Context: an optimization exercise on an open-source flow, tuned for small area. The choices shown serve that exercise and are no tape-out recipe.
Only simulation tests tie the RTL to the original design; equivalence was not proved.
No activity file was given, so power comes from the tool's default toggle rates.

==> inputs of run a <==
## RockPaperScissor
module RockPaperScissor(
	input        MAX10_CLK1_50,
	input        reset,
	output [7:0] HEX0,
	output [7:0] HEX1,
	output [7:0] HEX2,
	output [7:0] HEX3,
	output [7:0] HEX4,
	output [7:0] HEX5,
	input  [1:0] KEY,
	output [9:0] LEDR,
	input  [9:0] SW
);
export LEC_CHECK = 0
export ABC_AREA = 1
export CAP_MARGIN = 20
export CORE_MARGIN = 2
export CORE_UTILIZATION = 30
export PLACE_DENSITY = 0.6
export SETUP_SLACK_MARGIN = 0.4
export SLEW_MARGIN = 20
create_clock -name core_clock -period 5.0 [get_ports {MAX10_CLK1_50}]
standard.sh (not shown) runs the stock make flow with config.mk's settings and CLKGATE_MAP_FILE= SYNTH_SCRIPT=/design/flow/synth_recipe.tcl, a recipe that flattens the netlist after the stock synthesis.
==> flow/flow/run.sh <==
#!/bin/bash
# Layout flow: the standard flow (standard.sh) with its synthesis unchanged, then
#  1. the combinational logic of the synthesised netlist mapped again by ABC for area
#     (flip-flops kept as they are, same cells and names);
#  2. the rest of the standard flow from that netlist, with port buffers of
#     sky130_fd_sc_hd__buf_1 (the default picks clkdlybuf4s50_1) and a clock tree
#     without dummy loads.
#  3. one tie cell for all constant outputs (SKIP_REPAIR_TIE_FANOUT), not one per output.
# Every port but a constant output still gets its buffer; the clock reaches every register through buffers.
# Each tool's output goes to a log file of its own in this folder.
set -euo pipefail
WORK=$(pwd)
R=$WORK/orfs/results/$FLOW_PLATFORM/RockPaperScissor/base
LIB=$FLOW_HOME/platforms/sky130hd/lib/sky130_fd_sc_hd__tt_025C_1v80.lib
YOSYS=$FLOW_HOME/../tools/install/yosys/bin/yosys
export SKIP_REPAIR_TIE_FANOUT=1
export BUFFER_PORTS_ARGS="-buffer_cell sky130_fd_sc_hd__buf_1"
export CTS_ARGS="-sink_clustering_enable -repair_clock_nets -dont_use_dummy_load"

# 1. standard synthesis
bash standard.sh synth > flow_synth.log 2>&1
cp $R/1_2_yosys.v $WORK/synth_standard.v

# 2. map the combinational logic again
mkdir -p $WORK/remap
python3 $WORK/flow/mkmodels.py $LIB $WORK/remap > $WORK/remap/mkmodels.log 2>&1
# the platform's don't-use cells
DU="-dont_use sky130_fd_sc_hd__probe_p_8 -dont_use sky130_fd_sc_hd__probec_p_8 -dont_use sky130_fd_sc_hd__lpflow_bleeder_1 -dont_use sky130_fd_sc_hd__lpflow_clkbufkapwr_1 -dont_use sky130_fd_sc_hd__lpflow_clkbufkapwr_16 -dont_use sky130_fd_sc_hd__lpflow_clkbufkapwr_2 -dont_use sky130_fd_sc_hd__lpflow_clkbufkapwr_4 -dont_use sky130_fd_sc_hd__lpflow_clkbufkapwr_8 -dont_use sky130_fd_sc_hd__lpflow_clkinvkapwr_1 -dont_use sky130_fd_sc_hd__lpflow_clkinvkapwr_16 -dont_use sky130_fd_sc_hd__lpflow_clkinvkapwr_2 -dont_use sky130_fd_sc_hd__lpflow_clkinvkapwr_4 -dont_use sky130_fd_sc_hd__lpflow_clkinvkapwr_8 -dont_use sky130_fd_sc_hd__lpflow_decapkapwr_12 -dont_use sky130_fd_sc_hd__lpflow_decapkapwr_3 -dont_use sky130_fd_sc_hd__lpflow_decapkapwr_4 -dont_use sky130_fd_sc_hd__lpflow_decapkapwr_6 -dont_use sky130_fd_sc_hd__lpflow_decapkapwr_8 -dont_use sky130_fd_sc_hd__lpflow_inputiso0n_1 -dont_use sky130_fd_sc_hd__lpflow_inputiso0p_1 -dont_use sky130_fd_sc_hd__lpflow_inputiso1n_1 -dont_use sky130_fd_sc_hd__lpflow_inputiso1p_1 -dont_use sky130_fd_sc_hd__lpflow_inputisolatch_1 -dont_use sky130_fd_sc_hd__lpflow_isobufsrc_1 -dont_use sky130_fd_sc_hd__lpflow_isobufsrc_16 -dont_use sky130_fd_sc_hd__lpflow_isobufsrc_2 -dont_use sky130_fd_sc_hd__lpflow_isobufsrc_4 -dont_use sky130_fd_sc_hd__lpflow_isobufsrc_8 -dont_use sky130_fd_sc_hd__lpflow_isobufsrckapwr_16 -dont_use sky130_fd_sc_hd__lpflow_lsbuf_lh_hl_isowell_tap_1 -dont_use sky130_fd_sc_hd__lpflow_lsbuf_lh_hl_isowell_tap_2 -dont_use sky130_fd_sc_hd__lpflow_lsbuf_lh_hl_isowell_tap_4 -dont_use sky130_fd_sc_hd__lpflow_lsbuf_lh_isowell_4 -dont_use sky130_fd_sc_hd__lpflow_lsbuf_lh_isowell_tap_1 -dont_use sky130_fd_sc_hd__lpflow_lsbuf_lh_isowell_tap_2 -dont_use sky130_fd_sc_hd__lpflow_lsbuf_lh_isowell_tap_4"
$YOSYS -l $WORK/flow_remap.log -p "
read_verilog $WORK/remap/comb_models.v
read_verilog $WORK/remap/seq_models.v
read_verilog $WORK/synth_standard.v
hierarchy -top $FLOW_TOP
flatten
opt_clean -purge
techmap
opt -purge
abc -liberty $LIB $DU -script $WORK/flow/remap.abc
opt_clean -purge
hilomap -singleton -hicell sky130_fd_sc_hd__conb_1 HI -locell sky130_fd_sc_hd__conb_1 LO
opt_clean -purge
stat -liberty $LIB
write_verilog -noattr -nohex -nodec $WORK/remap/remapped.v
" > /dev/null
cp $WORK/remap/remapped.v $R/1_2_yosys.v

# 3. the rest of the standard flow from the new netlist
bash standard.sh do-1_synth > flow_synth_odb.log 2>&1
bash standard.sh > flow_layout.log 2>&1
Other scripts of this flow, unchanged in this note and not shown: flow/flow/mkmodels.py, flow/flow/remap.abc
==> run b (differences from run a) <==
--- a/flow/design.v
+++ b/flow/design.v
@@ -29,13 +29,12 @@
 		end
 endmodule
 module RockPaperScissorCases(
 	input  [4:0] dc,
 	input  [3:0] wr,
 	input  [3:0] lr,
-	input        i9,     
 	output [9:0] LEDR,
 	output [6:0] a0, a1, a2, a3, a4, a5
 );
 	localparam C_BLANK = 4'd0,
 	           C_P0 = 4'd1,
 	           C_P1 = 4'd2,
@@ -43,16 +42,19 @@
 	           C_P3 = 4'd4,
 	           C_P4 = 4'd5,
 	           C_RT = 4'd6,
 	           C_RL = 4'd7,
 	           C_IW0 = 4'd8,
 	           C_IT0 = 4'd9,
-	           C_IL0 = 4'd10;
+	           C_IL0 = 4'd10,
+	           C_IW1 = 4'd12,
+	           C_IT1 = 4'd13,
+	           C_IL1 = 4'd14;
 	wire rw = dc[4];
 	wire [3:0] c = dc[3:0];
-	wire ci = ~rw & (c == C_IW0 || c == C_IT0 || c == C_IL0);
+	wire ci = ~rw & (c == C_IW0 || c == C_IT0 || c == C_IL0 || c == C_IW1 || c == C_IT1 || c == C_IL1);
 	function [6:0] seg;
 		input [3:0] n;
 		reg w, x, y, z;
 		begin
 			{w, x, y, z} = n;
 			seg[0] = w | y | x & z | ~x & ~z;
@@ -68,25 +70,25 @@
 		({42{rw}} & {7'd0, 7'd0, 7'd62, 7'd62, 7'd6, 7'd55}) |
 		({42{~rw & c == C_P0}} & {7'd0,   7'd0,   7'd49,  7'd63,  7'd57,  7'd57}) |
 		({42{~rw & c == C_P1}} & {7'd0,   7'd115, 7'd119, 7'd115, 7'd121, 7'd49}) |
 		({42{~rw & c == C_P2}} & {7'd109, 7'd57,  7'd6,   7'd109, 7'd63,  7'd49}) |
 		({42{~rw & c == C_P3}} & {7'd56,  7'd6,   7'd109, 7'd119, 7'd49,  7'd94}) |
 		({42{~rw & c == C_P4}} & {7'd0,   7'd109, 7'd115, 7'd63,  7'd57,  7'd57}) |
-		({42{~rw & (c == C_IW0)}} & {7'd0, 7'd0, 7'd0, 7'd62, 7'd64, 7'd55}) |
-		({42{~rw & (c == C_RT || c == C_IT0)}} & {7'd0, 7'd0, 7'd0, 7'd78, 7'd6, 7'd121}) |
-		({42{~rw & (c == C_RL || c == C_IL0)}} & {7'd0, 7'd0, 7'd6, 7'd63, 7'd109, 7'd109});
+		({42{~rw & (c == C_IW0 || c == C_IW1)}} & {7'd0, 7'd0, 7'd0, 7'd62, 7'd64, 7'd55}) |
+		({42{~rw & (c == C_RT || c == C_IT0 || c == C_IT1)}} & {7'd0, 7'd0, 7'd0, 7'd78, 7'd6, 7'd121}) |
+		({42{~rw & (c == C_RL || c == C_IL0 || c == C_IL1)}} & {7'd0, 7'd0, 7'd6, 7'd63, 7'd109, 7'd109});
 	wire lsh = ci & (lr < 4'd10);
 	wire wsh = ci & (wr < 4'd10);
 	assign a0 = lsh ? seg(lr) : w[6:0];
 	assign a1 = ci ? 7'd64 : w[13:7];
 	assign a2 = wsh ? seg(wr) : w[20:14];
 	assign a3 = ci ? 7'd0 : w[27:21];
 	assign a4 = w[34:28];
 	assign a5 = w[41:35];
 	wire pos0 = ~rw & (c == C_P0 || c == C_P1 || c == C_P2 || c == C_P3 || c == C_P4 ||
-	                   c == C_RT) | ci & i9;
+	                   c == C_RT || c == C_IW1 || c == C_IT1 || c == C_IL1);
 	wire all = rw & (c == 4'd10 || c == 4'd11 || c == 4'd12);
 	genvar k;
 	generate for (k = 0; k < 10; k = k + 1) begin : g_led
 		if (k == 9) assign LEDR[k] = all | pos0 | (rw & c == 4'd0);
 		else assign LEDR[k] = all | (rw & c == 4'd9 - k);
 	end endgenerate
@@ -114,13 +116,16 @@
 	           C_P3 = 4'd4,
 	           C_P4 = 4'd5,
 	           C_RT = 4'd6,
 	           C_RL = 4'd7,
 	           C_IW0 = 4'd8,
 	           C_IT0 = 4'd9,
-	           C_IL0 = 4'd10;
+	           C_IL0 = 4'd10,
+	           C_IW1 = 4'd12,
+	           C_IT1 = 4'd13,
+	           C_IL1 = 4'd14;
 	localparam S_IDLE = 2'd2, S_PICK = 2'd0, S_DISP = 2'd1, S_RES = 2'd3;
 	wire tick, v99, v0;
 	wire [4:0] band;
 	ClockDivider100 u_div(.clk(clk), .reset(reset), .tick(tick), .band(band), .v99(v99), .v0(v0));
 	reg [1:0] st;
 	reg [8:0] rd;      
@@ -146,14 +151,15 @@
 	wire cu9 = cu2 & (cu5 == 3'b110);
 	wire cu0 = ~cu2 & (cu5 == 3'b000);
 	wire cu1 = cu2 & (cu5 == 3'b001);
 	wire wrap = (cd == 4'd12) & cu1;
 	wire [3:0] c = dc[3:0];
 	wire rw = dc[4];
-	wire isw = rw | c == C_IW0;
-	wire ist = ~rw & (c == C_RT | c == C_IT0);
+	wire isw = rw | c == C_IW0 | c == C_IW1;
+	wire ist = ~rw & (c == C_RT | c == C_IT0 | c == C_IT1);
+	wire isi = ~rw & (c == C_IW0 | c == C_IT0 | c == C_IL0 | c == C_IW1 | c == C_IT1 | c == C_IL1);
 	wire [3:0] pcls = band[0] ? C_P0 : band[1] ? C_P1 : band[2] ? C_P2 : band[3] ? C_P3 : C_P4;
 	always @(posedge clk)
 		if (reset) begin
 			st <= S_IDLE; wr <= 4'd0; lr <= 4'd0; pend <= 1'b0; rd <= 9'd0; rs <= 2'd0;
 			cu2 <= 1'b0; cu5 <= 3'b000; cd <= 4'd0; dc <= {1'b0, C_BLANK};
 		end else if (tick) begin
@@ -164,22 +170,22 @@
 			end
 			case (st)
 				S_IDLE: begin
 					dc <= {1'b0, isw ? C_IW0 : ist ? C_IT0 : C_IL0};
 					if (on & (SW[1] | SW[2] | SW[3] | SW[4] | SW[5])) begin
 						st <= S_PICK;
-						rd[5:0] <= {1'b0, SW[5] & ~SW[4] & ~SW[3] & ~SW[2] & ~SW[1],
+						rd[4:0] <= {SW[5] & ~SW[4] & ~SW[3] & ~SW[2] & ~SW[1],
 						            SW[4] & ~SW[3] & ~SW[2] & ~SW[1],
 						            SW[3] & ~SW[2] & ~SW[1],
 						            SW[2] & ~SW[1],
 						            SW[1]};
 					end
 				end
 				S_PICK: begin
 					if (~v99) dc <= {1'b0, pcls};
-					rd[5] <= 1'b1;
+					else if (isi) dc <= {1'b0, isw ? C_IW1 : ist ? C_IT1 : C_IL1};
 					if (go) begin
 						st <= S_DISP; rd <= 9'd0;
 						rs <= {tie, wshow};
 					end
 				end
 				S_DISP: begin
@@ -200,14 +206,13 @@
 						cd <= wrap ? 4'd0 : cd + {3'd0, cu9};
 					end
 				end
 			endcase
 		end
 	wire [6:0] a0, a1, a2, a3, a4, a5;
-	wire i9 = (st == S_DISP) | (st == S_RES) | (st == S_PICK) & rd[5];
-	RockPaperScissorCases u_out(.dc(dc), .wr(wr), .lr(lr), .i9(i9), .LEDR(LEDR),
+	RockPaperScissorCases u_out(.dc(dc), .wr(wr), .lr(lr), .LEDR(LEDR),
 		.a0(a0), .a1(a1), .a2(a2), .a3(a3), .a4(a4), .a5(a5));
 	assign HEX0 = {1'b1, ~a0};
 	assign HEX1 = {1'b1, ~a1};
 	assign HEX2 = {1'b1, ~a2};
 	assign HEX3 = {1'b1, ~a3};
 	assign HEX4 = {1'b1, ~a4};
--- a/flow/config.mk
+++ b/flow/config.mk
@@ -5,10 +5,9 @@
 export SDC_FILE = /design/flow/constraint.sdc
 export NUM_CORES = 4
 export LEC_CHECK = 0
 export ABC_AREA = 1
 export CAP_MARGIN = 20
 export CORE_MARGIN = 2
-export CORE_UTILIZATION = 30
+export CORE_UTILIZATION = 35
 export PLACE_DENSITY = 0.6
-export SETUP_SLACK_MARGIN = 0.4
 export SLEW_MARGIN = 20
==> comparison table <==
metric                                                                                    run b                      run a
Met3 track utilization from global routing                                                2.99%                      2.65%
Final Setup Violations                                                                        0                          6
Post-cts gate resize count                                                                    0                         43
Non-CTS buffers                                                                              61                        153
Area of combinational cells with multiple inputs                                      1490 um^2                  1700 um^2
Cell area after synthesis                                                             2680 um^2                  2650 um^2
Cell with the largest stage delay on the worst path                    sky130_fd_sc_hd__dfxtp_1  sky130_fd_sc_hd__a2111o_1
Net Switching                                                                          0.431 mW                   0.481 mW
Count of buffering cells on the critical path with inverters included                         3                          5
Largest fanout of any net on the critical path                                               14                          3
Global-route met2 utilization                                                             30.1%                      32.0%
Multi-input gate count                                                                      294                        288
Reg2reg setup slack                                                                     2.20 ns                    2.12 ns
Synth Instances                                                                             407                        396
Relative contribution of combinational cells to total power                               42.2%                      52.5%
Number of global-route vias before repair                                                  2777                       3131
Sequential cell area                                                                   941 um^2                   952 um^2
Via density                                                                                5.24                       5.27
Clk slew on worst S/H paths                                                             0.07 ns                    0.09 ns
Global-route total usage across every layer                                               17.7%                      17.6%
Fraction of final layout cells sized beyond drive strength 1                              1.48%                      29.2%
Outcome                                                                 complete, no violations   finished with violations
Violated checks                                                                               -       negative setup slack
Worst-case reg-to-reg path depth                                                             13                         11
Comb pwr                                                                               0.445 mW                   0.671 mW

afterwards: timing with drivers on the ports:
The flow's constraints put no driver on any port. The routed layouts listed below were extracted and timed again, unchanged, in two steps. Step 1 (the two cells are an assumption about what drives the block):
set clk [get_ports {MAX10_CLK1_50}]
set_driving_cell -lib_cell sky130_fd_sc_hd__clkbuf_16 $clk
set_driving_cell -lib_cell sky130_fd_sc_hd__buf_2 [delete_from_list [all_inputs] $clk]
Step 2 times the ports against the registers' clock, not the clock port: input delays grow and output delays shrink by t, the midpoint of the rising clock arrivals with the driver on. a / b / c = ideal ports / drivers / drivers and shift; a / b = the first two.
run	t (ns)	setup WS [ns]	worst setup path at the end	worst slew at a driven data input, ns
run a	0.317	-0.351 / -0.379 / -0.062	register to output	0.03
run b	0.316	0.494 / 0.466 / 0.782	register to output	0.03
